Background: an optimization exercise with open tools, aiming at small area, a short achievable clock period and few clock cycles. Do not read the settings as production practice. At most, simulation tests tie the RTL to the original design; equivalence was not proved. For run 1, only the layout was checked, not whether the RTL still works.

==> flow/design.v (outline; a module is shown in full before it is edited, if it fits) <==
// module PE: 2987 lines
module PE (
	input clk,
	input rst,
	input PE_en,
	input [13-1:0] i_config,
	input [32-1:0] ifmap,
	input [32-1:0] filter,
	input [32-1:0] ipsum,
	input ifmap_valid,
	input filter_valid,
	input ipsum_valid,
	input opsum_ready,
	output reg [32-1:0] opsum,
	output reg ifmap_ready,
	output reg filter_ready,
	output reg ipsum_ready,
	output reg opsum_valid
);
  // ...
==> flow/flow/run.sh <==
#!/bin/bash
# Layout flow: the standard synthesis, then a netlist pass (fapol.py) that
# re-polarises full adders to drop the inverters synthesis leaves between them,
# then the standard ORFS layout with repair_timing asked for extra setup margin.
set -euo pipefail
RES=$PWD/orfs/results/sky130hd/PE/base
LIB=$FLOW_HOME/platforms/sky130hd/lib/sky130_fd_sc_hd__tt_025C_1v80.lib
bash standard.sh synth > synth.log 2>&1
cp $RES/1_2_yosys.v $RES/1_2_yosys.orig.v
python3 flow/fapol.py $LIB $RES/1_2_yosys.orig.v $RES/1_2_yosys.v > fapol.log 2>&1
rm -f $RES/1_synth.odb
bash standard.sh SETUP_SLACK_MARGIN=8.4 TNS_END_PERCENT=100 'BUFFER_PORTS_ARGS=-buffer_cell sky130_fd_sc_hd__buf_2' finish > standard.log 2>&1
==> flow/flow/fapol.py <==
#!/usr/bin/env python3
"""Re-polarise full adders (and simple gates) in a mapped sky130hd netlist.

A full adder is self-dual: FA(~a, ~b, ~c) = (~cout, ~sum).  Yosys' extract_fa
leaves inverters between chained fa cells.  This pass chooses, for every fa
cell, whether it computes the true or the complemented function, and for some
simple gates whether to use the cell or its complement (nand2 <-> and2, ...),
so that as few inverters as possible are needed.  It then removes every
inverter and adds back one inverter per signal whose complement is still
read.  Flip-flops, ports and all other cells keep their function and names.

usage: fapol.py LIBERTY IN.v OUT.v [report]
"""
import re, sys, random, math
from collections import defaultdict, Counter

lib, fin, fout = sys.argv[1:4]
rng = random.Random(1)

# ---- liberty: pin directions and areas
txt = open(lib).read()
pindir, AREA = {}, {}
for chunk in re.split(r'\n\s*cell\s*\(', txt)[1:]:
    nm = re.match(r'\s*"?(\w+)"?', chunk).group(1)
    am = re.search(r'area\s*:\s*([\d.]+)', chunk)
    if am:
        AREA[nm] = float(am.group(1))
    d = {}
    for pm in re.finditer(r'\bpin\s*\(\s*"?(\w+)"?\s*\)\s*\{[^{}]*?direction\s*:\s*"?(\w+)"?', chunk, re.S):
        d[pm.group(1)] = pm.group(2)
    pindir[nm] = d
INV = AREA["sky130_fd_sc_hd__inv_1"]

# ---- netlist
src = open(fin).read()
inst_re = re.compile(r'^  (sky130_fd_sc_hd__\w+)\s+(\\\S+ |\S+)\s*\((.*?)\);\n', re.M | re.S)
pin_re = re.compile(r'\.(\w+)\(\s*(\\\S+ |[^()]*?)\s*\)')
insts = []
for m in inst_re.finditer(src):
    pins = [(p, n.strip()) for p, n in pin_re.findall(m.group(3))]
    insts.append(dict(typ=m.group(1), name=m.group(2), pins=pins, span=m.span()))
if re.search(r'^\s*assign\s', src, re.M):
    sys.exit("fapol: netlist has assign statements; not handled")
outports = set()
for m in re.finditer(r'^\s*output\s+(\[(\d+):(\d+)\]\s+)?(\w+);', src, re.M):
    if m.group(1):
        hi, lo = int(m.group(2)), int(m.group(3))
        for b in range(min(hi, lo), max(hi, lo) + 1):
            outports.add(f"{m.group(4)}[{b}]")
    else:
        outports.add(m.group(4))

def is_inv(t): return re.fullmatch(r'sky130_fd_sc_hd__(inv|clkinv)_\d+', t) is not None
def is_fa(t): return re.fullmatch(r'sky130_fd_sc_hd__fa_\d+', t) is not None

driver = {}
for i, ins in enumerate(insts):
    for p, n in ins['pins']:
        if pindir[ins['typ']].get(p) == 'output' and n:
            driver[n] = (i, p)

def root(n):
    par = 0
    for _ in range(1000):
        if n in driver and is_inv(insts[driver[n][0]]['typ']):
            n = dict(insts[driver[n][0]]['pins'])['A']
            par ^= 1
        else:
            return n, par
    sys.exit("fapol: inverter loop")

cons = defaultdict(list)          # root -> [(inst or None, pin/port, parity)]
for i, ins in enumerate(insts):
    if is_inv(ins['typ']):
        continue
    for p, n in ins['pins']:
        if pindir[ins['typ']].get(p) == 'input' and n and not n.startswith("1'"):
            r, par = root(n)
            cons[r].append((i, p, par))
for n in outports:
    r, par = root(n)
    cons[r].append((None, n, par))

fas = [i for i, ins in enumerate(insts) if is_fa(ins['typ'])]
s = {i: 0 for i in fas}
fa_of_root = {}
for i in fas:
    for p, n in insts[i]['pins']:
        if p in ('SUM', 'COUT'):
            fa_of_root[n] = i
fa_inroots = defaultdict(set)
for r, lst in cons.items():
    for ci, p, par in lst:
        if ci is not None and ci in s:
            fa_inroots[ci].add(r)

COMP = {}
for a, b in [("nand2_1", "and2_1"), ("nor2_1", "or2_1"), ("xor2_1", "xnor2_1"),
             ("nand3_1", "and3_1"), ("nor3_1", "or3_1"), ("a21oi_1", "a21o_1"),
             ("o21ai_0", "o21a_1"), ("a22oi_1", "a22o_1"), ("o22ai_1", "o22a_1"),
             ("mux2i_1", "mux2_1"), ("a211oi_1", "a211o_1"), ("o211ai_1", "o211a_1"),
             ("nand4_1", "and4_1"), ("nor4_1", "or4_1"), ("a31oi_1", "a31o_1"),
             ("o31ai_1", "o31a_1")]:
    COMP["sky130_fd_sc_hd__" + a] = "sky130_fd_sc_hd__" + b
    COMP["sky130_fd_sc_hd__" + b] = "sky130_fd_sc_hd__" + a
gates = {}
for i, ins in enumerate(insts):
    if ins['typ'] in COMP:
        outs = [n for p, n in ins['pins'] if pindir[ins['typ']].get(p) == 'output']
        if len(outs) == 1 and outs[0] in cons:
            gates[i] = outs[0]
g_of_root = {n: i for i, n in gates.items()}
gs = {i: 0 for i in gates}

def pol(r):
    if r in fa_of_root: return s[fa_of_root[r]]
    if r in g_of_root: return gs[g_of_root[r]]
    return 0
def need_inv(r):
    pi = pol(r)
    for ci, p, par in cons[r]:
        if par ^ (s[ci] if (ci is not None and ci in s) else 0) != pi:
            return 1
    return 0
def affected(i):
    rs = set(fa_inroots[i])
    for p, n in insts[i]['pins']:
        if p in ('SUM', 'COUT') and n in cons:
            rs.add(n)
    return rs
def gdelta(i):
    t0 = insts[i]['typ']
    return AREA[COMP[t0]] - AREA[t0]

ninv_old = sum(1 for ins in insts if is_inv(ins['typ']))
before = sum(need_inv(r) for r in cons)

# ---- simulated annealing over fa polarities and gate types
moves = [("f", i) for i in fas] + [("g", i) for i in gates]
cur = before * INV
best_cost, best = cur, (dict(s), dict(gs))
T0, T1, N = 4.0, 0.02, 400000
for step in range(N):
    T = T0 * (T1 / T0) ** (step / N)
    kind, i = moves[rng.randrange(len(moves))]
    if kind == "f":
        rs = affected(i)
        c0 = sum(need_inv(r) for r in rs) * INV
        s[i] ^= 1
        d = sum(need_inv(r) for r in rs) * INV - c0
        if d <= 0 or rng.random() < math.exp(-d / T):
            cur += d
        else:
            s[i] ^= 1
    else:
        r = gates[i]
        c0 = need_inv(r) * INV
        gs[i] ^= 1
        d = need_inv(r) * INV + (gdelta(i) if gs[i] else -gdelta(i)) - c0
        if d <= 0 or rng.random() < math.exp(-d / T):
            cur += d
        else:
            gs[i] ^= 1
    if cur < best_cost - 1e-9:
        best_cost, best = cur, (dict(s), dict(gs))
s, gs = best
for i in gates:
    if gs[i]:
        old_t = insts[i]['typ']; new_t = COMP[old_t]
        oo = [p for p, dd in pindir[old_t].items() if dd == 'output']
        no = [p for p, dd in pindir[new_t].items() if dd == 'output']
        assert len(oo) == 1 and len(no) == 1
        insts[i]['pins'] = [((no[0] if p == oo[0] else p), n) for p, n in insts[i]['pins']]
        assert set(p for p, n in insts[i]['pins']) <= set(pindir[new_t]), (old_t, new_t)
        insts[i]['typ'] = new_t
after = sum(need_inv(r) for r in cons)

# ---- rebuild
def fmt(n):
    return n.rstrip() + ' ' if n.startswith('\\') else n
newinv, newwires = {}, []
def phys(r, want):
    if want == pol(r):
        return r
    if r not in newinv:
        k = len(newinv)
        newinv[r] = f"fapol_n{k}"
        newwires.append((f"fapol_inv{k}", r, f"fapol_n{k}"))
    return newinv[r]
newpins = {}
for r, lst in cons.items():
    for ci, p, par in lst:
        req = par ^ (s[ci] if (ci is not None and ci in s) else 0)
        newpins[(ci, p)] = phys(r, req)

out, pos = [], 0
for i, ins in enumerate(insts):
    a, b = ins['span']
    out.append(src[pos:a]); pos = b
    if is_inv(ins['typ']):
        continue
    pins = [(p, newpins.get((i, p), n)) for p, n in ins['pins']]
    body = ",\n".join(f"    .{p}({fmt(n)})" for p, n in pins)
    out.append(f"  {ins['typ']} {ins['name']} (\n{body}\n  );\n")
tail = src[pos:]
extra = []
for n in sorted(outports):
    pn = newpins[(None, n)]
    if pn != n:
        extra.append(f"  sky130_fd_sc_hd__buf_1 fapol_obuf{len(extra)} (\n    .A({fmt(pn)}),\n    .X({n})\n  );\n")
decl = "".join(f"  wire {w};\n" for _, _, w in newwires)
invs = "".join(f"  sky130_fd_sc_hd__inv_1 {nm} (\n    .A({fmt(r)}),\n    .Y({w})\n  );\n" for nm, r, w in newwires)
res = "".join(out)
hdr_end = res.index(');\n') + 3
res = res[:hdr_end] + decl + res[hdr_end:]
tail = tail.replace("endmodule", invs + "".join(extra) + "endmodule", 1)
open(fout, "w").write(res + tail)
print(f"fapol: {len(fas)} fa cells, {sum(s.values())} flipped; {sum(gs.values())} gates swapped; "
      f"inverters {ninv_old} -> {len(newwires)}, port buffers {len(extra)}; area change "
      f"{(len(newwires) - ninv_old) * INV + sum(gdelta(i) * 0 for i in gates):.0f} um2 (inverters only)")
if len(sys.argv) > 4:
    c = Counter()
    for nm, r, w in newwires:
        t = (insts[driver[r][0]]['typ'][18:] + "." + driver[r][1]) if r in driver else "port"
        kinds = Counter(insts[ci]['typ'][18:] if ci is not None else 'port' for ci, p, par in cons[r])
        c[(t, tuple(sorted(kinds)))] += 1
    for k, v in c.most_common(15): print(v, k)
==> flow/standard.sh <==
#!/bin/bash
# synth_recipe.tcl (not shown) runs the flow's synth.tcl, then flattens the netlist and writes it again
# the make line also repeats each setting of config.mk as NAME=value (left out here)
make -C /OpenROAD-flow-scripts/flow DESIGN_CONFIG=/design/flow/config.mk WORK_HOME=/design/flow/orfs CLKGATE_MAP_FILE= SYNTH_SCRIPT=/design/flow/synth_recipe.tcl "${@:-finish}"
==> flow/config.mk <==
export PLATFORM = sky130hd
export DESIGN_NAME = PE
export DESIGN_NICKNAME = PE
export VERILOG_FILES = /design/flow/design.v
export SDC_FILE = /design/flow/constraint.sdc
export NUM_CORES = 8
export LEC_CHECK = 0
export CAP_MARGIN = 20
export CORE_MARGIN = 2
export CORE_UTILIZATION = 40
export CTS_CLUSTER_DIAMETER = 80
export CTS_CLUSTER_SIZE = 30
export SLEW_MARGIN = 20
==> flow/constraint.sdc <==
create_clock -name core_clock -period 12.0 [get_ports {clk}]
set_input_delay 2.4000 -clock core_clock [delete_from_list [all_inputs] [get_ports {clk}]]
set_output_delay 2.4000 -clock core_clock [all_outputs]
set_load 0.01 [all_outputs]
==> run notes, run 1 <==
Routing:
- The met1 routed wirelength after detailed routing is 68.1 mm.
- The total number of vias is 30.8k.

Worst hold path:
- The terminating pin of the worst hold path is R2[21].

Clocking:
- Clock tree synthesis inserted a total of 50 buffers.
- The number of H-tree levels is 2.
- The tree built by TritonCTS fans out to 911 sinks.
- The register clock-pin slew on the reported worst setup and hold paths is 110 ps.

Critical path:
- The worst path buffer plus inverter count is 1.
- Counting cells, the worst reg-to-reg path comes to 12.
- At the worst endpoint, the required time is 12430 ps.
- The worst setup path startpoint is cb_9_0.

Run status:
- The run finished with no timing, DRC or antenna violations.

Timing:
- Measured against its own limit, the worst slew margin works out to 0.273.
- The max-slew violation count was 0.

Final layout:
- The filler-free cell count of the finished design is 5465.
- The clock buffer count in the final layout is 62.
- The clock network area share is 0.0335.
- The summed area of non-filler cells in the final layout is 57300 sq um.

Global route:
- The initial antenna violation count is 22.
- The total overflow left after global routing is 0.

Place:
- The sum of net half-perimeters after detailed placement is 126 mm.
- In this run the tool buffered the top-level ports with 151 buffer cells.
- In this run the cell area measured after placement is 53800 sq um.
==> inputs of run 2 (changes only) <==
--- a/flow/design.v
+++ b/flow/design.v
@@ -31,88 +31,59 @@
 reg np;                             
 reg sfull, slast;                   
 reg [31:0] sk_o;
 wire o_take = !opsum_valid | opsum_ready;
 wire hasp = np;
 wire c_go = vB & hasp & !sfull;            
 wire adv = !vB | c_go;                     
 wire job_end = opsum_valid & opsum_ready & olast;
-reg [95:0] R0, R1, R2, R3;
-reg [2:0] T0, T1, T2, T3;         
-reg [3:0] M;                      
+reg [383:0] fmem;
 reg [2:0] kw;      
 reg [1:0] fr;      
 reg fdone;         
-wire e_dw = busy ? cdw : i_config[12];
 wire [1:0] e_rs = busy ? crs : i_config[11:10];
 wire [1:0] e_p = busy ? cp : i_config[8:7];
 wire f_rowlast = (fr == e_rs);
 wire f_last = f_rowlast & (kw[1:0] == e_p);
-wire f_keep = !e_dw | (kw == 3'd0);         
-wire f_store = f_fire & f_keep;
-wire f_done_one = f_store & f_rowlast;
-wire hold = cdw & T0[2];
-wire [2:0] tagc = {1'b1, kw[1:0]};
 always @(posedge clk) begin
-	R0[31:0] <= (f_store && fr == 2'd0) ? filter : (hold ? R0[31:0] : R1[31:0]);
-	R0[95:32] <= hold ? R0[95:32] : R1[95:32];
-	R1 <= R2;
-	R2[63:0] <= R3[63:0];
-	R2[95:64] <= (f_store && fr == 2'd2) ? filter : R3[95:64];
-	R3[31:0] <= R0[31:0];
-	R3[63:32] <= (f_store && fr == 2'd1) ? filter : R0[63:32];
-	R3[95:64] <= R0[95:64];
+	for (i = 0; i < 12; i = i + 1)
+		if (f_fire && kw[1:0] == i / 3 && fr == i % 3)
+			fmem[i*32 +: 32] <= filter;
 end
-wire idle_n = (!busy & !PE_en) | job_end;
-wire [3:0] rotM = {M[0], M[3], M[2], M[1]};
-wire [3:0] M_n0 = idle_n ? 4'b0010 : rotM;
-wire [3:0] M_n1 = (f_keep & f_rowlast) ? M : rotM;
-wire [1:0] fr_n1 = f_rowlast ? 2'd0 : fr + 2'd1;
-wire [2:0] kw_n1 = kw + {2'b0, f_rowlast};
-wire pos_n0 = (fr == 2'd0 & M_n0[1]) | (fr == 2'd1 & M_n0[0]) | (fr == 2'd2 & M_n0[3]);
-wire pos_n1 = (fr_n1 == 2'd0 & M_n1[1]) | (fr_n1 == 2'd1 & M_n1[0]) | (fr_n1 == 2'd2 & M_n1[3]);
-wire rdy_n0 = !fdone & ((e_dw & (kw != 3'd0)) | pos_n0);
-wire rdy_n1 = !(fdone | f_last) & ((e_dw & (kw_n1 != 3'd0)) | pos_n1);
-wire fdone_next = fdone | (f_fire & f_last);
-wire [2:0] T0_next = hold ? T0 : T1;       
 always @(posedge clk or posedge rst) begin
 	if (rst) begin
-		kw <= 3'd0; fr <= 2'd0; fdone <= 1'b0; filter_ready <= 1'b0; M <= 4'b0010;
-		T0 <= 3'd0; T1 <= 3'd0; T2 <= 3'd0; T3 <= 3'd0;
+		kw <= 3'd0; fr <= 2'd0; fdone <= 1'b0; filter_ready <= 1'b0; kwd <= 3'd0;
 	end else if (job_end) begin
-		kw <= 3'd0; fr <= 2'd0; fdone <= 1'b0; filter_ready <= 1'b1; M <= 4'b0010;
-		T0 <= 3'd0; T1 <= 3'd0; T2 <= 3'd0; T3 <= 3'd0;
+		kw <= 3'd0; fr <= 2'd0; fdone <= 1'b0; filter_ready <= 1'b1; kwd <= 3'd0;
+	end else if (f_fire) begin
+		kwd <= kw;
+		fr <= f_rowlast ? 2'd0 : fr + 2'd1;
+		if (f_rowlast) kw <= kw + 3'd1;
+		if (f_last) fdone <= 1'b1;
+		filter_ready <= !f_last;
 	end else begin
-		if (f_fire) begin
-			fr <= fr_n1;
-			kw <= kw_n1;
-		end
-		fdone <= fdone_next;
-		M <= f_fire ? M_n1 : M_n0;
-		T0 <= (f_done_one && e_rs == 2'd0) ? tagc : T0_next;
-		T1 <= T2;
-		T2 <= (f_done_one && e_rs == 2'd2) ? tagc : T3;
-		T3 <= (f_done_one && e_rs == 2'd1) ? tagc : T0;
-		filter_ready <= f_fire ? rdy_n1 : rdy_n0;
+		filter_ready <= !fdone;
+		kwd <= kw;
 	end
 end
 reg [31:0] q0, q1, q2, q3;
 reg [2:0] nq;
 reg [4:0] ci;      
 reg [1:0] ki;      
 reg idone;         
+reg [3:0] sk0;     
+reg sk1, sk2, sk3;
 reg [11:0] xen;    
-reg [3:0] dwl;     
-reg [11:0] lm;     
 wire [1:0] nout_m1 = cdw ? cq : cp;
 wire last_in_col = (ki == nout_m1);
 wire last_col = (ci == ccol);
 wire win_ok = (nq > {1'b0, crs}) & (!last_in_col | last_col | !cst | (nq >= 3'd2));
-wire filt_ok = T0[2] & (cdw | (T0[1:0] == ki));
+reg [2:0] kwd;     
+wire filt_ok = cdw ? (kwd != 3'd0) : (kwd > {1'b0, ki});
 wire fin_ok = !(last_in_col & last_col) | fdone;
 wire can_issue = busy & !idone & win_ok & filt_ok & fin_ok;
 wire issue = can_issue & adv;
 wire pop = issue & last_in_col & !last_col;
 wire [2:0] nq_pop = pop ? (nq - {2'b0, cst} - 3'd1) : nq;
 wire [31:0] iword = ifmap ^ 32'h80808080;
 always @(posedge clk) begin
 	if (i_fire && nq_pop == 3'd0) q0 <= iword; else if (pop) q0 <= cst ? q2 : q1;
@@ -127,17 +98,17 @@
 wire sfull_next = !o_take & (sfull | c_go);
 wire c_go_next = vB_next & np_next & !sfull_next;
 wire adv_n = !vB_next | c_go_next;
 wire [1:0] ki_n = issue ? (last_in_col ? 2'd0 : ki + 2'd1) : ki;
 wire [4:0] ci_n = (issue & last_in_col & !last_col) ? ci + 5'd1 : ci;
 wire idone_n = idone | (issue & last_in_col & last_col);
 wire lic_n = (ki_n == nout_m1);
 wire lc_n = (ci_n == ccol);
-wire filt_ok_n = T0_next[2] & (cdw | (T0_next[1:0] == ki_n));
+wire filt_ok_n = cdw ? (kw != 3'd0) : (kw > {1'b0, ki_n});
 wire pop_n = busy & !job_end & !idone_n & filt_ok_n & adv_n & lic_n & !lc_n;
 always @(posedge clk or posedge rst) begin
 	if (rst) begin
 		nq <= 3'd0; ifmap_ready <= 1'b0;
 	end else if (job_end) begin
 		nq <= 3'd0; ifmap_ready <= 1'b1;
 	end else begin
 		nq <= nq_next;
@@ -150,29 +121,30 @@
 always @(posedge clk or posedge rst) begin
 	if (rst) begin
 		np <= 1'b0; ipsum_ready <= 1'b0;
 	end else begin
 		np <= np_next;
 		ipsum_ready <= !np_next | c_go_next;
 	end
 end
-always @(posedge clk) begin
-	if (PE_en && !busy) begin
-		cdw <= i_config[12]; crs <= i_config[11:10]; cst <= i_config[9];
-		cp <= i_config[8:7]; ccol <= i_config[6:2]; cq <= i_config[1:0];
-	end
-	xen <= xen_n; dwl <= dwl_n; lm <= xen_n & {3{dwl_n}};
-end
 always @(posedge clk or posedge rst) begin
 	if (rst) begin
 		busy <= 1'b0;
+		cdw <= 1'b0; crs <= 2'd0; cst <= 1'b0; cp <= 2'd0; ccol <= 5'd0; cq <= 2'd0;
 		ci <= 5'd0; ki <= 2'd0; idone <= 1'b0;
+		sk0 <= 4'd0; sk1 <= 1'b0; sk2 <= 1'b0; sk3 <= 1'b0; xen <= 12'd0;
 	end else begin
-		if (PE_en && !busy) busy <= 1'b1;
+		if (PE_en && !busy) begin
+			busy <= 1'b1;
+			cdw <= i_config[12]; crs <= i_config[11:10]; cst <= i_config[9];
+			cp <= i_config[8:7]; ccol <= i_config[6:2]; cq <= i_config[1:0];
+		end
+		sk0 <= sk0_n; sk1 <= sk1_n; sk2 <= sk2_n; sk3 <= sk3_n;
+		xen <= xen_n;
 		if (job_end) begin
 			busy <= 1'b0; ci <= 5'd0; ki <= 2'd0; idone <= 1'b0;
 		end else if (issue) begin
 			if (last_in_col) begin
 				ki <= 2'd0;
 				if (last_col) idone <= 1'b1; else ci <= ci + 5'd1;
 			end else begin
 				ki <= ki + 2'd1;
@@ -195,36 +167,55 @@
 			sfull <= 1'b0;
 		end else if (c_go) begin
 			sfull <= 1'b1;
 			slast <= lB;
 		end
 	end
 end
 reg [11:0] xen_n;
-reg [3:0] dwl_n;
+reg [3:0] sk0_n;
+reg sk1_n, sk2_n, sk3_n;
 always @(*) begin
+	sk0_n = sk0; sk1_n = sk1; sk2_n = sk2; sk3_n = sk3;
 	xen_n = xen;
-	dwl_n = dwl;
 	if (PE_en && !busy) begin
 		for (i = 0; i < 12; i = i + 1)
 			xen_n[i] = (i / 4 <= i_config[11:10]) & (i_config[12] | (i % 4 <= i_config[1:0]));
-		dwl_n = i_config[12] ? 4'b0001 : 4'b1111;
-	end else if (issue & cdw) begin
-		dwl_n = last_in_col ? 4'b0001 : {dwl[2:0], 1'b0};
+		sk0_n = i_config[12] ? 4'b0001 : 4'b1111; sk1_n = 1'b0; sk2_n = 1'b0; sk3_n = 1'b0;
+	end else if (issue) begin
+		if (cdw) begin
+			sk0_n = last_in_col ? 4'b0001 : {sk0[2:0], 1'b0};
+		end else begin
+			sk0_n = {4{last_in_col}};
+			sk1_n = !last_in_col & (ki == 2'd0);
+			sk2_n = !last_in_col & (ki == 2'd1);
+			sk3_n = !last_in_col & (ki == 2'd2);
+		end
 	end
 end
 wire [7:0] fs00, fs01, fs02, fs03, fs10, fs11, fs12, fs13, fs20, fs21, fs22, fs23;
 wire [7:0] xs00, xs01, xs02, xs03, xs10, xs11, xs12, xs13, xs20, xs21, xs22, xs23;
-assign {fs03, fs02, fs01, fs00} = R0[31:0];
-assign {fs13, fs12, fs11, fs10} = R0[63:32];
-assign {fs23, fs22, fs21, fs20} = R0[95:64];
-assign {xs03, xs02, xs01, xs00} = q0 & {{8{lm[3]}}, {8{lm[2]}}, {8{lm[1]}}, {8{lm[0]}}};
-assign {xs13, xs12, xs11, xs10} = q1 & {{8{lm[7]}}, {8{lm[6]}}, {8{lm[5]}}, {8{lm[4]}}};
-assign {xs23, xs22, xs21, xs20} = q2 & {{8{lm[11]}}, {8{lm[10]}}, {8{lm[9]}}, {8{lm[8]}}};
+reg [95:0] fsr;
+integer fr_i, fc_i;
+always @(posedge clk) begin
+	for (fr_i = 0; fr_i < 3; fr_i = fr_i + 1)
+		for (fc_i = 0; fc_i < 4; fc_i = fc_i + 1)
+			fsr[fr_i*32 + fc_i*8 +: 8] <= {8{xen_n[fr_i*4 + fc_i]}} & (
+				  ({8{sk0_n[fc_i]}} & fmem[(0*3 + fr_i)*32 + fc_i*8 +: 8])
+				| ({8{sk1_n}} & fmem[(1*3 + fr_i)*32 + fc_i*8 +: 8])
+				| ({8{sk2_n}} & fmem[(2*3 + fr_i)*32 + fc_i*8 +: 8])
+				| ({8{sk3_n}} & fmem[(3*3 + fr_i)*32 + fc_i*8 +: 8]));
+end
+assign {fs03, fs02, fs01, fs00} = fsr[31:0];
+assign {fs13, fs12, fs11, fs10} = fsr[63:32];
+assign {fs23, fs22, fs21, fs20} = fsr[95:64];
+assign {xs03, xs02, xs01, xs00} = q0;
+assign {xs13, xs12, xs11, xs10} = q1;
+assign {xs23, xs22, xs21, xs20} = q2;
 reg ca_0_0;
 reg ca_0_1;
 reg ca_1_0;
 reg ca_2_0;
 reg ca_2_1;
 reg ca_2_2;
 reg ca_2_3;
 reg ca_3_0;
@@ -384,63 +375,48 @@
 reg ca_16_0;
 reg ca_16_1;
 reg ca_17_0;
 reg cb_0_0;
 reg cb_0_1;
 reg cb_1_0;
 reg cb_2_0;
 reg cb_2_1;
-reg cb_2_2;
 reg cb_3_0;
 reg cb_3_1;
-reg cb_3_2;
 reg cb_4_0;
 reg cb_4_1;
-reg cb_4_2;
 reg cb_5_0;
 reg cb_5_1;
-reg cb_5_2;
 reg cb_6_0;
 reg cb_6_1;
-reg cb_6_2;
 reg cb_7_0;
 reg cb_7_1;
-reg cb_7_2;
 reg cb_8_0;
 reg cb_8_1;
-reg cb_8_2;
 reg cb_9_0;
 reg cb_9_1;
-reg cb_9_2;
 reg cb_10_0;
 reg cb_10_1;
-reg cb_10_2;
 reg cb_11_0;
 reg cb_11_1;
-reg cb_11_2;
 reg cb_12_0;
 reg cb_12_1;
-reg cb_12_2;
 reg cb_13_0;
 reg cb_13_1;
-reg cb_13_2;
 reg cb_14_0;
 reg cb_14_1;
-reg cb_14_2;
 reg cb_15_0;
 reg cb_15_1;
-reg cb_15_2;
 reg cb_16_0;
 reg cb_16_1;
-reg cb_16_2;
 reg cb_17_0;
 reg cb_17_1;
-reg cb_17_2;
 reg cb_18_0;
+reg cb_18_1;
 wire t_1 = fs00[0] & xs00[0];
 wire t_2 = fs00[0] & xs00[1];
 wire t_3 = fs00[0] & xs00[2];
 wire t_4 = fs00[0] & xs00[3];
 wire t_5 = fs00[0] & xs00[4];
 wire t_6 = fs00[0] & xs00[5];
 wire t_7 = fs00[0] & xs00[6];
 wire t_8 = ~(fs00[0] & xs00[7]);
@@ -2657,87 +2633,87 @@
 wire t_2219 = t_2185 ^ t_2187 ^ t_2182;
 wire t_2220 = (t_2185 & t_2187) | (t_2185 & t_2182) | (t_2187 & t_2182);
 wire t_2221 = t_2189 ^ t_2191 ^ t_2186;
 wire t_2222 = (t_2189 & t_2191) | (t_2189 & t_2186) | (t_2191 & t_2186);
 wire t_2223 = t_2142 ^ t_2193 ^ t_2190;
 wire t_2224 = (t_2142 & t_2193) | (t_2142 & t_2190) | (t_2193 & t_2190);
 wire t_2225 = ca_17_0 ^ 1'b1;
 wire t_2226 = ca_17_0 & 1'b1;
+wire t_2227 = ca_2_2 ^ ca_2_3;
+wire t_2228 = ca_2_2 & ca_2_3;
+wire t_2229 = t_2143 ^ t_2197 ^ t_2196;
+wire t_2230 = (t_2143 & t_2197) | (t_2143 & t_2196) | (t_2197 & t_2196);
+wire t_2231 = t_2144 ^ t_2199 ^ t_2198;
+wire t_2232 = (t_2144 & t_2199) | (t_2144 & t_2198) | (t_2199 & t_2198);
+wire t_2233 = t_2148 ^ t_2201 ^ t_2200;
+wire t_2234 = (t_2148 & t_2201) | (t_2148 & t_2200) | (t_2201 & t_2200);
+wire t_2235 = t_2152 ^ t_2203 ^ t_2202;
+wire t_2236 = (t_2152 & t_2203) | (t_2152 & t_2202) | (t_2203 & t_2202);
+wire t_2237 = t_2156 ^ t_2205 ^ t_2204;
+wire t_2238 = (t_2156 & t_2205) | (t_2156 & t_2204) | (t_2205 & t_2204);
+wire t_2239 = t_2160 ^ t_2207 ^ t_2206;
+wire t_2240 = (t_2160 & t_2207) | (t_2160 & t_2206) | (t_2207 & t_2206);
+wire t_2241 = t_2164 ^ t_2209 ^ t_2208;
+wire t_2242 = (t_2164 & t_2209) | (t_2164 & t_2208) | (t_2209 & t_2208);
+wire t_2243 = t_2168 ^ t_2211 ^ t_2210;
+wire t_2244 = (t_2168 & t_2211) | (t_2168 & t_2210) | (t_2211 & t_2210);
+wire t_2245 = t_2172 ^ t_2213 ^ t_2212;
+wire t_2246 = (t_2172 & t_2213) | (t_2172 & t_2212) | (t_2213 & t_2212);
+wire t_2247 = t_2176 ^ t_2215 ^ t_2214;
+wire t_2248 = (t_2176 & t_2215) | (t_2176 & t_2214) | (t_2215 & t_2214);
+wire t_2249 = t_2180 ^ t_2217 ^ t_2216;
+wire t_2250 = (t_2180 & t_2217) | (t_2180 & t_2216) | (t_2217 & t_2216);
+wire t_2251 = t_2184 ^ t_2219 ^ t_2218;
+wire t_2252 = (t_2184 & t_2219) | (t_2184 & t_2218) | (t_2219 & t_2218);
+wire t_2253 = t_2188 ^ t_2221 ^ t_2220;
+wire t_2254 = (t_2188 & t_2221) | (t_2188 & t_2220) | (t_2221 & t_2220);
+wire t_2255 = t_2192 ^ t_2223 ^ t_2222;
+wire t_2256 = (t_2192 & t_2223) | (t_2192 & t_2222) | (t_2223 & t_2222);
+wire t_2257 = t_2194 ^ t_2225 ^ t_2224;
+wire t_2258 = (t_2194 & t_2225) | (t_2194 & t_2224) | (t_2225 & t_2224);
 wire [31:0] sum_a, sum_b;
-wire t_2227 = cb_2_0 ^ cb_2_1;
-wire t_2228 = cb_2_0 & cb_2_1;
-wire t_2229 = cb_3_0 ^ cb_3_1 ^ cb_3_2;
-wire t_2230 = (cb_3_0 & cb_3_1) | (cb_3_0 & cb_3_2) | (cb_3_1 & cb_3_2);
-wire t_2231 = cb_4_0 ^ cb_4_1 ^ cb_4_2;
-wire t_2232 = (cb_4_0 & cb_4_1) | (cb_4_0 & cb_4_2) | (cb_4_1 & cb_4_2);
-wire t_2233 = cb_5_0 ^ cb_5_1 ^ cb_5_2;
-wire t_2234 = (cb_5_0 & cb_5_1) | (cb_5_0 & cb_5_2) | (cb_5_1 & cb_5_2);
-wire t_2235 = cb_6_0 ^ cb_6_1 ^ cb_6_2;
-wire t_2236 = (cb_6_0 & cb_6_1) | (cb_6_0 & cb_6_2) | (cb_6_1 & cb_6_2);
-wire t_2237 = cb_7_0 ^ cb_7_1 ^ cb_7_2;
-wire t_2238 = (cb_7_0 & cb_7_1) | (cb_7_0 & cb_7_2) | (cb_7_1 & cb_7_2);
-wire t_2239 = cb_8_0 ^ cb_8_1 ^ cb_8_2;
-wire t_2240 = (cb_8_0 & cb_8_1) | (cb_8_0 & cb_8_2) | (cb_8_1 & cb_8_2);
-wire t_2241 = cb_9_0 ^ cb_9_1 ^ cb_9_2;
-wire t_2242 = (cb_9_0 & cb_9_1) | (cb_9_0 & cb_9_2) | (cb_9_1 & cb_9_2);
-wire t_2243 = cb_10_0 ^ cb_10_1 ^ cb_10_2;
-wire t_2244 = (cb_10_0 & cb_10_1) | (cb_10_0 & cb_10_2) | (cb_10_1 & cb_10_2);
-wire t_2245 = cb_11_0 ^ cb_11_1 ^ cb_11_2;
-wire t_2246 = (cb_11_0 & cb_11_1) | (cb_11_0 & cb_11_2) | (cb_11_1 & cb_11_2);
-wire t_2247 = cb_12_0 ^ cb_12_1 ^ cb_12_2;
-wire t_2248 = (cb_12_0 & cb_12_1) | (cb_12_0 & cb_12_2) | (cb_12_1 & cb_12_2);
-wire t_2249 = cb_13_0 ^ cb_13_1 ^ cb_13_2;
-wire t_2250 = (cb_13_0 & cb_13_1) | (cb_13_0 & cb_13_2) | (cb_13_1 & cb_13_2);
-wire t_2251 = cb_14_0 ^ cb_14_1 ^ cb_14_2;
-wire t_2252 = (cb_14_0 & cb_14_1) | (cb_14_0 & cb_14_2) | (cb_14_1 & cb_14_2);
-wire t_2253 = cb_15_0 ^ cb_15_1 ^ cb_15_2;
-wire t_2254 = (cb_15_0 & cb_15_1) | (cb_15_0 & cb_15_2) | (cb_15_1 & cb_15_2);
-wire t_2255 = cb_16_0 ^ cb_16_1 ^ cb_16_2;
-wire t_2256 = (cb_16_0 & cb_16_1) | (cb_16_0 & cb_16_2) | (cb_16_1 & cb_16_2);
-wire t_2257 = cb_17_0 ^ cb_17_1 ^ cb_17_2;
-wire t_2258 = (cb_17_0 & cb_17_1) | (cb_17_0 & cb_17_2) | (cb_17_1 & cb_17_2);
 wire t_2259 = cb_0_0 ^ cb_0_1;
 wire t_2260 = cb_0_0 & cb_0_1;
 wire t_2261 = cb_1_0 ^ p0[1];
 wire t_2262 = cb_1_0 & p0[1];
-wire t_2263 = cb_2_2 ^ p0[2] ^ t_2227;
-wire t_2264 = (cb_2_2 & p0[2]) | (cb_2_2 & t_2227) | (p0[2] & t_2227);
-wire t_2265 = p0[3] ^ t_2229 ^ t_2228;
-wire t_2266 = (p0[3] & t_2229) | (p0[3] & t_2228) | (t_2229 & t_2228);
-wire t_2267 = p0[4] ^ t_2231 ^ t_2230;
-wire t_2268 = (p0[4] & t_2231) | (p0[4] & t_2230) | (t_2231 & t_2230);
-wire t_2269 = p0[5] ^ t_2233 ^ t_2232;
-wire t_2270 = (p0[5] & t_2233) | (p0[5] & t_2232) | (t_2233 & t_2232);
-wire t_2271 = p0[6] ^ t_2235 ^ t_2234;
-wire t_2272 = (p0[6] & t_2235) | (p0[6] & t_2234) | (t_2235 & t_2234);
-wire t_2273 = p0[7] ^ t_2237 ^ t_2236;
-wire t_2274 = (p0[7] & t_2237) | (p0[7] & t_2236) | (t_2237 & t_2236);
-wire t_2275 = p0[8] ^ t_2239 ^ t_2238;
-wire t_2276 = (p0[8] & t_2239) | (p0[8] & t_2238) | (t_2239 & t_2238);
-wire t_2277 = p0[9] ^ t_2241 ^ t_2240;
-wire t_2278 = (p0[9] & t_2241) | (p0[9] & t_2240) | (t_2241 & t_2240);
-wire t_2279 = p0[10] ^ t_2243 ^ t_2242;
-wire t_2280 = (p0[10] & t_2243) | (p0[10] & t_2242) | (t_2243 & t_2242);
-wire t_2281 = p0[11] ^ t_2245 ^ t_2244;
-wire t_2282 = (p0[11] & t_2245) | (p0[11] & t_2244) | (t_2245 & t_2244);
-wire t_2283 = p0[12] ^ t_2247 ^ t_2246;
-wire t_2284 = (p0[12] & t_2247) | (p0[12] & t_2246) | (t_2247 & t_2246);
-wire t_2285 = p0[13] ^ t_2249 ^ t_2248;
-wire t_2286 = (p0[13] & t_2249) | (p0[13] & t_2248) | (t_2249 & t_2248);
-wire t_2287 = p0[14] ^ t_2251 ^ t_2250;
-wire t_2288 = (p0[14] & t_2251) | (p0[14] & t_2250) | (t_2251 & t_2250);
-wire t_2289 = p0[15] ^ t_2253 ^ t_2252;
-wire t_2290 = (p0[15] & t_2253) | (p0[15] & t_2252) | (t_2253 & t_2252);
-wire t_2291 = p0[16] ^ t_2255 ^ t_2254;
-wire t_2292 = (p0[16] & t_2255) | (p0[16] & t_2254) | (t_2255 & t_2254);
-wire t_2293 = p0[17] ^ t_2257 ^ t_2256;
-wire t_2294 = (p0[17] & t_2257) | (p0[17] & t_2256) | (t_2257 & t_2256);
-wire t_2295 = cb_18_0 ^ p0[18] ^ t_2258;
-wire t_2296 = (cb_18_0 & p0[18]) | (cb_18_0 & t_2258) | (p0[18] & t_2258);
+wire t_2263 = cb_2_0 ^ cb_2_1 ^ p0[2];
+wire t_2264 = (cb_2_0 & cb_2_1) | (cb_2_0 & p0[2]) | (cb_2_1 & p0[2]);
+wire t_2265 = cb_3_0 ^ cb_3_1 ^ p0[3];
+wire t_2266 = (cb_3_0 & cb_3_1) | (cb_3_0 & p0[3]) | (cb_3_1 & p0[3]);
+wire t_2267 = cb_4_0 ^ cb_4_1 ^ p0[4];
+wire t_2268 = (cb_4_0 & cb_4_1) | (cb_4_0 & p0[4]) | (cb_4_1 & p0[4]);
+wire t_2269 = cb_5_0 ^ cb_5_1 ^ p0[5];
+wire t_2270 = (cb_5_0 & cb_5_1) | (cb_5_0 & p0[5]) | (cb_5_1 & p0[5]);
+wire t_2271 = cb_6_0 ^ cb_6_1 ^ p0[6];
+wire t_2272 = (cb_6_0 & cb_6_1) | (cb_6_0 & p0[6]) | (cb_6_1 & p0[6]);
+wire t_2273 = cb_7_0 ^ cb_7_1 ^ p0[7];
+wire t_2274 = (cb_7_0 & cb_7_1) | (cb_7_0 & p0[7]) | (cb_7_1 & p0[7]);
+wire t_2275 = cb_8_0 ^ cb_8_1 ^ p0[8];
+wire t_2276 = (cb_8_0 & cb_8_1) | (cb_8_0 & p0[8]) | (cb_8_1 & p0[8]);
+wire t_2277 = cb_9_0 ^ cb_9_1 ^ p0[9];
+wire t_2278 = (cb_9_0 & cb_9_1) | (cb_9_0 & p0[9]) | (cb_9_1 & p0[9]);
+wire t_2279 = cb_10_0 ^ cb_10_1 ^ p0[10];
+wire t_2280 = (cb_10_0 & cb_10_1) | (cb_10_0 & p0[10]) | (cb_10_1 & p0[10]);
+wire t_2281 = cb_11_0 ^ cb_11_1 ^ p0[11];
+wire t_2282 = (cb_11_0 & cb_11_1) | (cb_11_0 & p0[11]) | (cb_11_1 & p0[11]);
+wire t_2283 = cb_12_0 ^ cb_12_1 ^ p0[12];
+wire t_2284 = (cb_12_0 & cb_12_1) | (cb_12_0 & p0[12]) | (cb_12_1 & p0[12]);
+wire t_2285 = cb_13_0 ^ cb_13_1 ^ p0[13];
+wire t_2286 = (cb_13_0 & cb_13_1) | (cb_13_0 & p0[13]) | (cb_13_1 & p0[13]);
+wire t_2287 = cb_14_0 ^ cb_14_1 ^ p0[14];
+wire t_2288 = (cb_14_0 & cb_14_1) | (cb_14_0 & p0[14]) | (cb_14_1 & p0[14]);
+wire t_2289 = cb_15_0 ^ cb_15_1 ^ p0[15];
+wire t_2290 = (cb_15_0 & cb_15_1) | (cb_15_0 & p0[15]) | (cb_15_1 & p0[15]);
+wire t_2291 = cb_16_0 ^ cb_16_1 ^ p0[16];
+wire t_2292 = (cb_16_0 & cb_16_1) | (cb_16_0 & p0[16]) | (cb_16_1 & p0[16]);
+wire t_2293 = cb_17_0 ^ cb_17_1 ^ p0[17];
+wire t_2294 = (cb_17_0 & cb_17_1) | (cb_17_0 & p0[17]) | (cb_17_1 & p0[17]);
+wire t_2295 = cb_18_0 ^ cb_18_1 ^ p0[18];
+wire t_2296 = (cb_18_0 & cb_18_1) | (cb_18_0 & p0[18]) | (cb_18_1 & p0[18]);
 wire t_2297 = p0[19] ^ 1'b1;
 wire t_2298 = p0[19] & 1'b1;
 wire t_2299 = p0[20] ^ 1'b1;
 wire t_2300 = p0[20] & 1'b1;
 wire t_2301 = p0[21] ^ 1'b1;
 wire t_2302 = p0[21] & 1'b1;
 wire t_2303 = p0[22] ^ 1'b1;
 wire t_2304 = p0[22] & 1'b1;
@@ -2926,62 +2902,47 @@
 		ca_15_4 <= t_1829;
 		ca_15_5 <= t_1973;
 		ca_16_0 <= t_1974;
 		ca_16_1 <= t_1975;
 		ca_17_0 <= t_1976;
 		cb_0_0 <= ca_0_0;
 		cb_0_1 <= ca_0_1;
 		cb_1_0 <= ca_1_0;
-		cb_2_0 <= ca_2_2;
-		cb_2_1 <= ca_2_3;
-		cb_2_2 <= t_2195;
-		cb_3_0 <= t_2143;
-		cb_3_1 <= t_2197;
-		cb_3_2 <= t_2196;
-		cb_4_0 <= t_2144;
-		cb_4_1 <= t_2199;
-		cb_4_2 <= t_2198;
-		cb_5_0 <= t_2148;
-		cb_5_1 <= t_2201;
-		cb_5_2 <= t_2200;
-		cb_6_0 <= t_2152;
-		cb_6_1 <= t_2203;
-		cb_6_2 <= t_2202;
-		cb_7_0 <= t_2156;
-		cb_7_1 <= t_2205;
-		cb_7_2 <= t_2204;
-		cb_8_0 <= t_2160;
-		cb_8_1 <= t_2207;
-		cb_8_2 <= t_2206;
-		cb_9_0 <= t_2164;
-		cb_9_1 <= t_2209;
-		cb_9_2 <= t_2208;
-		cb_10_0 <= t_2168;
-		cb_10_1 <= t_2211;
-		cb_10_2 <= t_2210;
-		cb_11_0 <= t_2172;
-		cb_11_1 <= t_2213;
-		cb_11_2 <= t_2212;
-		cb_12_0 <= t_2176;
-		cb_12_1 <= t_2215;
-		cb_12_2 <= t_2214;
-		cb_13_0 <= t_2180;
-		cb_13_1 <= t_2217;
-		cb_13_2 <= t_2216;
-		cb_14_0 <= t_2184;
-		cb_14_1 <= t_2219;
-		cb_14_2 <= t_2218;
-		cb_15_0 <= t_2188;
-		cb_15_1 <= t_2221;
-		cb_15_2 <= t_2220;
-		cb_16_0 <= t_2192;
-		cb_16_1 <= t_2223;
-		cb_16_2 <= t_2222;
-		cb_17_0 <= t_2194;
-		cb_17_1 <= t_2225;
-		cb_17_2 <= t_2224;
+		cb_2_0 <= t_2195;
+		cb_2_1 <= t_2227;
+		cb_3_0 <= t_2229;
+		cb_3_1 <= t_2228;
+		cb_4_0 <= t_2231;
+		cb_4_1 <= t_2230;
+		cb_5_0 <= t_2233;
+		cb_5_1 <= t_2232;
+		cb_6_0 <= t_2235;
+		cb_6_1 <= t_2234;
+		cb_7_0 <= t_2237;
+		cb_7_1 <= t_2236;
+		cb_8_0 <= t_2239;
+		cb_8_1 <= t_2238;
+		cb_9_0 <= t_2241;
+		cb_9_1 <= t_2240;
+		cb_10_0 <= t_2243;
+		cb_10_1 <= t_2242;
+		cb_11_0 <= t_2245;
+		cb_11_1 <= t_2244;
+		cb_12_0 <= t_2247;
+		cb_12_1 <= t_2246;
+		cb_13_0 <= t_2249;
+		cb_13_1 <= t_2248;
+		cb_14_0 <= t_2251;
+		cb_14_1 <= t_2250;
+		cb_15_0 <= t_2253;
+		cb_15_1 <= t_2252;
+		cb_16_0 <= t_2255;
+		cb_16_1 <= t_2254;
+		cb_17_0 <= t_2257;
+		cb_17_1 <= t_2256;
 		cb_18_0 <= t_2226;
+		cb_18_1 <= t_2258;
 	end
 	if (o_take) opsum <= sfull ? sk_o : result;
 	if (!o_take && c_go) sk_o <= result;
 end
 endmodule
==> flow/flow/run.sh (replaced) <==
#!/bin/bash
# Layout flow: the standard synthesis, then a netlist pass (fapol.py) that
# re-polarises full adders to drop the inverters synthesis leaves between them,
# then the standard ORFS layout with repair_timing asked for extra setup margin.
set -euo pipefail
RES=$PWD/orfs/results/sky130hd/PE/base
LIB=$FLOW_HOME/platforms/sky130hd/lib/sky130_fd_sc_hd__tt_025C_1v80.lib
bash standard.sh synth > synth.log 2>&1
cp $RES/1_2_yosys.v $RES/1_2_yosys.orig.v
python3 flow/fapol.py $LIB $RES/1_2_yosys.orig.v $RES/1_2_yosys.v > fapol.log 2>&1
rm -f $RES/1_synth.odb
bash standard.sh SETUP_SLACK_MARGIN=8.2 TNS_END_PERCENT=100 'BUFFER_PORTS_ARGS=-buffer_cell sky130_fd_sc_hd__buf_2' finish > standard.log 2>&1
==> run notes, run 2 <==
Critical path:
- The most critical setup path has its startpoint at fsr[68].
- In this run the critical register-to-register path is captured at ca_8_15.
- The critical path's largest stage delay is 940 ps.
- Traced cell by cell, the critical path runs through nand2_1 > fa_1 > inv_1 > fa_1 > fa_1 > fa_1.
- The logic depth of the worst register-to-register path is 6 (-6).
- The critical path arrival is 4110 ps.
- The family with the most delay on the worst path is adder cells.
- The data required time at the worst endpoint came to 12370 ps (-60 ps).
- The cell occurring most often along the worst timing path is sky130_fd_sc_hd__fa_1.
- The last element of the critical path is ca_8_15.
- The setup check on the worst reg-to-reg path leaves a slack of 8260 ps.
- The worst register-to-register path begins at fsr[68].
- The setup path with the least slack is of type reg2reg.
- The worst setup path is launched from a flop.
- The total number of cells along the worst setup path is 6.
- The worst path buffer plus inverter count is 1 (unchanged).
- The master of the slowest instance on the critical path is sky130_fd_sc_hd__dfxtp_1.
- The worst setup path is captured at a flop.
- The maximum fanout along the worst path is 8.

Global route:
- Entering global routing, the biggest net connects 85 pins.
- The initial antenna violation count was 14 (-36%).
- The global route total overflow is 0 (unchanged).
- For this run, the total global-route usage over all layers was measured as 0.239.
- The number of global-route vias before repair is 34.4k.
- The first global-routing pass estimated 240 mm of wire.

Die:
- The initial cell density of the core is 0.403.
- The floorplan step set the die width to 376 microns.
- The area of the core is 137000 sq um.
- The height of the die is 376 microns.
- The number of rows created at floorplan is 136.
- For this design the top-level I/O count stands at 152.
- The die area is 141000 sq um.

Timing:
- Setup repair after global routing could not meet its margin everywhere.
- Setup total negative slack on the finished layout was measured at 0 ps.
- The final critical-path setup slack is 8260 ps.
- The max-slew violation count was 0 (unchanged).
- The worst relative slew slack was 0.262 (-0.0103).
- The count of final hold-check violations was 0.
- Between clock sinks in the finished design, the worst skew comes to 114 ps.
- For this run, the top clock speed supported by timing is 268 MHz.
- Counting I/O delays and the setup requirement, the final critical path takes 3740 ps.
- The transition at the pin with the smallest max-transition slack is 1110 ps.
- The share of the cycle needed by the critical path after routing is 0.311.
- Setup violations remaining at the end of the flow were counted as 0.

Clocking:
- The total of hold buffers inserted after clock tree synthesis is 0.
- The CTS tree is built.
- The number of H-tree levels is 2 (unchanged).
- The number of buffers created by CTS came to 52 (+4.0%).
- The register clock-pin slew on the reported worst setup and hold paths was 110 ps (about the same).
- In this run the deepest clock path goes through 3 buffers.
- The CTS sink count is 970 (+6.5%).
- The CTS root buffer is sky130_fd_sc_hd__clkbuf_16.
- The later-pin clock latency in the skew report is 740 ps.

Final layout:
- The register with the most flip-flops in the final layout is fmem.
- Counting the fill cells in the layout gives 12.2k.
- In the final layout, the registers with the most flip-flops are fmem x384, fsr x96.
- The final layout net count is 4923.
- Leaving out fill and tap cells, the most frequent cell in the layout is sky130_fd_sc_hd__edfxtp_1.
- The number of flip-flops in the largest register is 384.
- In the layout the commonest cells are sky130_fd_sc_hd__edfxtp_1 (809), sky130_fd_sc_hd__fa_1 (748), sky130_fd_sc_hd__nand2_1 (592), sky130_fd_sc_hd__and2_1 (252), sky130_fd_sc_hd__inv_1 (193).
- Relative to the synthesized area, the layout overhead comes to 9.82%.
- In the final layout, the share of cells above drive strength 1 is 0.122.

Routing:
- Before antenna repair, the detailed router went through 5 iterations.
- The total wire length is 168 mm.
- The routed length on met3 is 17.1 mm.
- The count of nets left with antenna violations after detail routing is 0.
- After detailed routing, the number of vias per cell comes to 5.64.
- The met1 routed wirelength after detailed routing is 66.9 mm (-1.8%).
- The detailed route wirelength on metal2 is 75.6 mm.
- For this run, design rule violations remaining after detail routing come to 0.
- After detailed routing, the average wire length per cell comes to 28.8 microns.
- The detailed router used layers up to and including met5.
- The total number of vias is 32.9k (+6.7%).
- The iteration-0 DRC count of the detailed router is 3662.

Job:
- The number of maximum-capacitance constraint violations is 0.

Run status:
- The flow ran to the end and the layout has no timing, DRC or antenna violations.

Synth:
- In this run the cell area of the synthesized design comes to 55300 sq um.
- The total nets after synthesis is 4780.
- The synthesized area per cell is 14.4 sq um.
- The post-synthesis cell count is 3848.
- The count of yosys warnings during synthesis is 1.

Place:
- At the placement stage, the worst setup path has a slack of 6370 ps.
- The sum of net half-perimeters after detailed placement came to 127 mm (+0.93%).
- The number of buffers added on ports is 151 (unchanged).
- At the end of routability-driven placement, the weighted congestion stood at 1.04.

Worst hold path:
- In this run the worst hold path is classified as reg2reg.
## run 2: stage by stage
stage / instance area, sq um / util / hold WS, ps / cells
3_5_place_dp: 58400 / 0.425 / 405 / 5704
6_report: 60700 / 0.442 / 425 / 5833
5_1_grt: 60700 / 0.442 / 438 / 5830
2_1_floorplan: 55900 / - / 400 / 3848
3_3_place_gp: 58400 / 0.425 / 408 / 5704
4_1_cts: 60500 / 0.441 / 427 / 5819
## run 2: layer usage
layer / vias up / GRT usage
li1: 13500 / -
met1: 17100 / 0.319
met2: 1716 / 0.372
met3: 534 / 0.0630
met4: 16 / 0.0947
met5: - / 0
## run 2: timing repair
action                     4_1_cts  5_1_grt
setup buffers                   12       10
setup endpoints to repair      322      304
hold endpoints to repair         0        0
gates resized for setup         27       19
pin swaps                       12       24
cloned                           5        0
## run 2: area by class of cell
class                      instances  area [sq um]  area share
antenna                            4          10.0    0.000165
clock buffer                      64          1370      0.0225
clock inverter                    34           485     0.00800
inverter                         197           739      0.0122
multi-input combinational       2566         26800       0.441
sequential                       970         27900       0.459
tap                             1794          2240      0.0370
timing repair buffer             204          1260      0.0207
## run 2: worst min path at each step
stage	start	endpoint	cells past startpoint
2_1_floorplan	ca_0_0	cb_0_0	0
3_3_place_gp	ca_0_0	cb_0_0	0
3_5_place_dp	ca_1_0	cb_1_0	0
4_1_cts	ca_1_0	cb_1_0	0
5_1_grt	ca_1_0	cb_1_0	0
6_report	ca_1_0	cb_1_0	0
Testbench counts of run 2, summed over its fixed seeds: cycles 9,840.
==> inputs of run 3 (changes only) <==
--- a/flow/config.mk
+++ b/flow/config.mk
@@ -10,4 +10,4 @@
 export CORE_UTILIZATION = 40
-export CTS_CLUSTER_DIAMETER = 80
-export CTS_CLUSTER_SIZE = 30
+export CTS_CLUSTER_DIAMETER = 70
+export CTS_CLUSTER_SIZE = 25
 export SLEW_MARGIN = 20
==> run notes, run 3 <==
Run status:
- The run finished with no timing, DRC or antenna violations.

Critical path:
- The critical path arrival is 4210 ps (+100 ps).
- The data required time at the worst endpoint came to 12480 ps (+110 ps).
- The worst setup path is captured at a flop.
- The critical path's largest stage delay came to 450 ps (-490 ps).
- The worst setup path is launched from an input pin.
- For this design, the slowest cell found on the critical path is sky130_fd_sc_hd__and2_4.
- The worst path buffer plus inverter count is 2 (+1).
- Broken down by cell family, the worst path's largest delay share belongs to simple AND/OR/NAND/NOR gates.
- Traced cell by cell, the critical path runs through buf_2 > and2_1 > a21boi_2 > buf_6 > and2_4 > mux2_4.
- The critical path class is in2reg.
- The total number of cells along the worst setup path is 6 (unchanged).
- The maximum fanout along the worst path is 36 (+28).
- The logic depth of the worst register-to-register path is 6 (unchanged).

Die:
- The count of boundary I/O pins is 152 (unchanged).
- The die area is 141000 sq um (unchanged).
- The area of the core is 137000 sq um (unchanged).
- The number of rows created at floorplan is 136 (unchanged).
- The height of the die is 376 microns (unchanged).
- The initial cell density of the core is 0.403 (unchanged).
- The die span in x is 376 microns (unchanged).

Timing:
- The max-slew violation count is 0 (unchanged).
- The upper clock frequency limit is 268 MHz (+0.17%).
- The final critical-path required period is 3730 ps (-6.46 ps).
- The share of the cycle needed by the critical path after routing is 0.311 (-0.000538).
- The transition at the pin with the smallest max-transition slack is 1130 ps (+18.8 ps).
- The clock skew is 38.9 ps (-75.5 ps).
- The count of final hold-check violations was 0 (unchanged).
- Setup repair after global routing could not meet its margin everywhere.
- The setup total negative slack is 0 ps (unchanged).
- The number of endpoints failing setup at the final stage was 0 (unchanged).
- The worst relative slew slack is 0.249 (-0.0136).

Final layout:
- The leading cell type in the layout, fill and taps excluded is sky130_fd_sc_hd__edfxtp_1.
- The post-route core utilization is 0.446 (+0.00431).
- The number of flip-flops in the largest register came to 384 (unchanged).
- The synthesis-to-layout area growth is 10.9%.
- The largest registers in the layout are fmem x384, fsr x96.
- Leaving out fill and tap cells, the most frequent cells in the layout are sky130_fd_sc_hd__edfxtp_1 (809), sky130_fd_sc_hd__fa_1 (748), sky130_fd_sc_hd__nand2_1 (592), sky130_fd_sc_hd__and2_1 (252), sky130_fd_sc_hd__inv_1 (193).
- The register with the most flip-flops is fmem.
- The final layout net count was 4943 (+0.41%).
- The layout cell share with drive strength beyond 1 came to 0.130 (+0.00835).
- The number of inserted filler cells in the final layout came to 12.2k (-0.31%).

Clocking:
- The number of buffers between clock root and the deepest sink is 3 (unchanged).
- The CTS tree is built.
- The number of H-tree levels is 3 (+1).
- The later-pin clock latency in the skew report is 720 ps (-20 ps).
- The number of buffers created by CTS is 69 (+33%).
- The CTS sink count is 970 (unchanged).
- The register clock-pin slew on the reported worst setup and hold paths is 90 ps (-20 ps).
- The cell sitting at the root of the clock tree is a sky130_fd_sc_hd__clkbuf_16.
- The total of hold buffers inserted after clock tree synthesis came to 0 (unchanged).

Global route:
- The first-pass GRT wire length is 241 mm (+0.41%).
- The largest net degree at the start of global routing came to 85 (unchanged).
- The global-route usage over all layers is 0.241 (+0.00217).
- The number of global-route vias before repair is 34.6k (+0.76%).
- The initial antenna violation count is 12 (-2).
- The global route total overflow was 0 (unchanged).

Routing:
- The iteration-0 DRC count of the detailed router was 3490 (-4.7%).
- The routed length per placed instance is 28.8 microns (about the same).
- The first-pass iteration count of the detailed router is 5 (unchanged).
- The total number of vias is 33.0k (+0.40%).
- The remaining routing DRC violations is 0 (unchanged).
- The total wire length is 169 mm (+0.42%).
- The count of nets left with antenna violations after detail routing is 0 (unchanged).
- The vias per cell was 5.64 (-0.12%).

Synth:
- The count of yosys warnings during synthesis is 1 (unchanged).
- The synthesized area per cell is 14.4 sq um (unchanged).
- The total nets after synthesis is 4780 (unchanged).
- The post-synthesis cell count came to 3848 (unchanged).
- The cell area after synthesis is 55300 sq um (unchanged).

Place:
- The number of buffers added on ports is 151 (unchanged).
- The weighted congestion at the end of routability-driven global placement was 1.04 (unchanged).
- The sum of net half-perimeters after detailed placement is 127 mm (unchanged).

Job:
- The number of maximum-capacitance constraint violations was 0 (unchanged).

Worst hold path:
- The worst hold path belongs to the class reg2reg.
- The cell count of the worst hold path is 0 (unchanged).
[run 3: path summary, 6_finish.rpt]
kind | from | endpoint | slack (ps)
min reg2reg | ca_1_0 | cb_1_0 | 420
min in group asynchronous | rst | ipsum_ready | 1920
max | ifmap_valid | q0[9] | 8270
max reg2reg | ca_12_0 | cb_12_0 | 8270
min | ca_1_0 | cb_1_0 | 420
max in group asynchronous | rst | cst | 9340
[run 3: worst reg2reg max path, stage by stage (launching register included)]
cell and delay [ps]:
sky130_fd_sc_hd__edfxtp_1 420, sky130_fd_sc_hd__fa_2 590, sky130_fd_sc_hd__fa_1 460, sky130_fd_sc_hd__fa_1 570, sky130_fd_sc_hd__fa_1 460, sky130_fd_sc_hd__fa_1 550
sky130_fd_sc_hd__fa_1 420
[run 3: area by class of cell]
cell class	instances	area [sq um]	share of cell area
Antenna cell	1	2.50	0.0000408
Clock buffer	80	1840	0.0300
Clock inverter	48	608	0.00992
Inverter	197	739	0.0121
Multi-Input combinational cell	2566	26800	0.437
Sequential cell	970	27900	0.454
Tap cell	1794	2240	0.0366
Timing Repair Buffer	207	1250	0.0203
[run 3: timing repair]
action	in CTS	in global routing
endpoints found under the setup margin	323	321
setup buffers	7	18
cloned	4	1
pin swaps	12	26
resized for setup	26	21
[run 3: routing by layer]
layer	track usage	part of all wire	vias up
met3	0.0715	0.11	541
met2	0.371	0.45	1706
met4	0.104	0.050	14
met1	0.317	0.40	17200
met5	0	0.00059	-
li1	-	-	13600
[run 3: per-stage QoR]
stage	instances	hold slack (ps)	instance area, sq um	setup WS, ps
6_report	5863	424	61300	8270
5_1_grt	5863	436	61300	8180
4_1_cts	5843	424	61100	8180
3_5_place_dp	5704	405	58400	6370
3_3_place_gp	5704	408	58400	6410
2_1_floorplan	3848	400	55900	5490
==> inputs of run 4 (changes only) <==
--- a/flow/flow/run.sh
+++ b/flow/flow/run.sh
@@ -11,2 +11,2 @@
 rm -f $RES/1_synth.odb
-bash standard.sh SETUP_SLACK_MARGIN=8.2 TNS_END_PERCENT=100 'BUFFER_PORTS_ARGS=-buffer_cell sky130_fd_sc_hd__buf_2' finish > standard.log 2>&1
+bash standard.sh SETUP_SLACK_MARGIN=8.4 TNS_END_PERCENT=100 'BUFFER_PORTS_ARGS=-buffer_cell sky130_fd_sc_hd__buf_2' finish > standard.log 2>&1
--- a/flow/config.mk
+++ b/flow/config.mk
@@ -10,4 +10,4 @@
 export CORE_UTILIZATION = 40
-export CTS_CLUSTER_DIAMETER = 70
-export CTS_CLUSTER_SIZE = 25
+export CTS_CLUSTER_DIAMETER = 80
+export CTS_CLUSTER_SIZE = 30
 export SLEW_MARGIN = 20
==> run notes, run 4 <==
Clocking:
- The number of buffers created by CTS is 52 (-25%).
- The total of hold buffers inserted after clock tree synthesis is 0 (unchanged).
- The CTS tree is built.
- The CTS sink count came to 970 (unchanged).
- The root buffer cell chosen for the clock tree is sky130_fd_sc_hd__clkbuf_16.
- The register clock-pin slew on the reported worst setup and hold paths is 90 ps (about the same).
- The number of H-tree levels came to 2 (-1).
- The number of buffers between clock root and the deepest sink is 3 (unchanged).
- The later-pin clock latency in the skew report is 740 ps (+20 ps).

Global route:
- The first-pass GRT wire length is 241 mm (about the same).
- The largest net degree at the start of global routing is 85 (unchanged).
- The global-route usage over all layers is 0.240 (-0.000897).
- The number of global-route vias before repair is 34.5k (-0.32%).
- The global route total overflow came to 0 (unchanged).
- The initial antenna violation count is 11 (-1).

Final layout:
- The leading cell type in the layout, fill and taps excluded is sky130_fd_sc_hd__edfxtp_1.
- The layout cell share with drive strength beyond 1 is 0.142 (+0.0120).
- The register with the most flip-flops is fmem.
- The number of flip-flops in the largest register is 384 (unchanged).
- The final layout net count was 4956 (+0.26%).
- The largest registers in the layout are fmem x384, fsr x96.
- The area growth from synthesis to layout is 11.0%.
- In the layout the commonest cells are sky130_fd_sc_hd__edfxtp_1 (809), sky130_fd_sc_hd__fa_1 (731), sky130_fd_sc_hd__nand2_1 (592), sky130_fd_sc_hd__and2_1 (252), sky130_fd_sc_hd__inv_1 (193).

Timing:
- Setup repair after global routing could not meet its margin everywhere.
- The setup total negative slack is 0 ps (unchanged).
- The worst relative slew slack is 0.256 (+0.00755).
- The upper clock frequency limit is 272 MHz (+1.3%).
- The clock skew is 110 ps (+71.5 ps).
- The max-slew violation count was 0 (unchanged).
- The final critical-path setup slack is 8320 ps (+49.6 ps).
- The transition at the pin with the smallest max-transition slack came to 1120 ps (-9.79 ps).
- The number of endpoints failing setup at the final stage was 0 (unchanged).
- The final worst hold slack came to 425 ps (+1.07 ps).
- The count of final hold-check violations came to 0 (unchanged).
- The final critical-path required period came to 3680 ps (-49.6 ps).
- The share of the cycle needed by the critical path after routing is 0.307 (-0.00413).

Die:
- The die span in x is 376 microns (unchanged).
- The count of boundary I/O pins is 152 (unchanged).
- The area of the core came to 137000 sq um (unchanged).
- The number of rows created at floorplan is 136 (unchanged).
- The height of the die is 376 microns (unchanged).
- The die area came to 141000 sq um (unchanged).
- The initial cell density of the core is 0.403 (unchanged).

Critical path:
- The worst setup path is launched from a flop.
- The cell occurring most often along the worst timing path is sky130_fd_sc_hd__fa_2.
- The critical path arrival is 4080 ps (-130 ps).
- On the critical path, the stage with the largest delay is an instance of sky130_fd_sc_hd__fa_1.
- The critical path's largest stage delay is 590 ps (+140 ps).
- The worst setup path startpoint is ca_12_3.
- The data required time at the worst endpoint is 12400 ps (-80 ps).
- The maximum fanout along the worst path is 1 (-97%).
- The startpoint of the worst-slack reg-to-reg timing path is ca_12_3.
- The category of the worst setup path capture point is a flop.
- Traced cell by cell, the critical path runs through fa_1 > fa_2 > fa_2 > fa_2 > fa_1 > fa_2.
- The critical path class is reg2reg.
- The logic depth of the worst register-to-register path came to 6 (unchanged).

Place:
- The weighted congestion at the end of routability-driven global placement is 1.04 (unchanged).
- The setup slack after placement came to 6370 ps (unchanged).
- The sum of net half-perimeters after detailed placement is 127 mm (unchanged).
- The number of buffers added on ports is 151 (unchanged).

Synth:
- The post-synthesis cell count came to 3848 (unchanged).
- The cell area after synthesis is 55300 sq um (unchanged).
- The total nets after synthesis came to 4780 (unchanged).
- The count of yosys warnings during synthesis is 1 (unchanged).
- The synthesized area per cell is 14.4 sq um (unchanged).

Run status:
- The run finished with no timing, DRC or antenna violations.

Routing:
- The count of nets left with antenna violations after detail routing is 0 (unchanged).
- The remaining routing DRC violations came to 0 (unchanged).
- The first-pass iteration count of the detailed router came to 5 (unchanged).
- The iteration-0 DRC count of the detailed router came to 3766 (+7.9%).
- The vias per cell was 5.67 (+0.59%).
- The total number of vias is 33.2k (+0.59%).
- The total wire length was 170 mm (+0.61%).
- The routed length per placed instance is 28.9 microns (+0.61%).

Worst hold path:
- The class of the most critical hold timing path is reg2reg.
- The cell count of the worst hold path is 0 (unchanged).
- The critical hold path startpoint is ca_1_0.

Job:
- The number of maximum-capacitance constraint violations came to 0 (unchanged).
[run 4: worst paths after layout]
check | end | slack [ps]
min reg2reg | cb_1_0 | 430
max | cb_12_0 | 8320
max reg2reg | cb_12_0 | 8320
min in group asynchronous | ipsum_ready | 1970
min | cb_1_0 | 430
max in group asynchronous | cst | 9340
[run 4: critical path: cells and delay by family (launching register included)]
kind                     cells  cell delay (ps)
adder cells (fa/ha/maj)      6             3030
flip-flops                   1              400
[run 4: what timing repair did]
item	CTS	global route
pin swaps	47	20
resized for setup	65	64
setup buffers	30	21
endpoints found under the setup margin	424	375
cloned	7	2
[run 4: area by class of cell]
| cell class | count | area (sq um) |
|---|---|---|
| clock buffers | 64 | 1370 |
| diodes | 1 | 2.50 |
| clock inverters | 34 | 485 |
| flip-flops and latches | 970 | 27900 |
| fillers | 12200 | 75900 |
| multi-input cells | 2567 | 26900 |
| inverters | 197 | 739 |
| well taps | 1794 | 2240 |
| repair buffers | 236 | 1740 |
[run 4: routing by layer]
layer,track usage,share of wire,wire length [microns],vias up
met1,0.319,0.39,66700,17200
met2,0.374,0.45,76600,1816
met4,0.0978,0.050,8520,16
met5,0,0.00065,110,-
li1,-,-,-,13600
met3,0.0644,0.10,17700,548
[run 4: per-stage QoR]
stage | area (sq um) | cells | utilization
after global placement | 58400 | 5704 | 0.425
after floorplan | 55900 | 3848 | -
after detailed placement | 58400 | 5704 | 0.425
after global routing | 61400 | 5863 | 0.447
after CTS | 60900 | 5839 | 0.444
final | 61400 | 5863 | 0.447

separate check: timing with driven ports:
Ports are ideal in the flow. The routed layouts listed here were re-timed in OpenROAD.
Step 1: set_driving_cell puts a clkbuf_16 on clk and a buf_2 on each other input, an assumption about the parent block.
Step 2 moves the port delays by t, midway between the first and last clock arrival at a register: inputs arrive t later, outputs are due t later. That takes back most of the time a late clock gives input paths.
Three values: ideal, step 1, step 2; two values: the first two.
| run | t (ns) | setup WS [ns] | worst hold slack (ns) | worst setup path after step 2 | pins driven straight from the clock port |
|---|---|---|---|---|---|
| run 1 | 0.736 | 8.239 / 8.239 / 7.829 | 0.313 / 0.313 / 0.313 | input to register | 1 |
| run 2 | 0.757 | 8.264 / 8.254 / 7.598 | 0.425 / 0.425 / 0.425 | input to register | 1 |
| run 3 | 0.780 | 8.270 / 8.271 / 7.548 | 0.424 / 0.424 / 0.424 | input to register | 1 |
| run 4 | 0.758 | 8.320 / 8.267 / 7.684 | 0.425 / 0.425 / 0.425 | input to register | 1 |
After both steps every run listed still meets setup and hold. The setup slack of run 3, which loses most, moves by +0.001 ns with the drivers and by -0.722 ns with both steps.
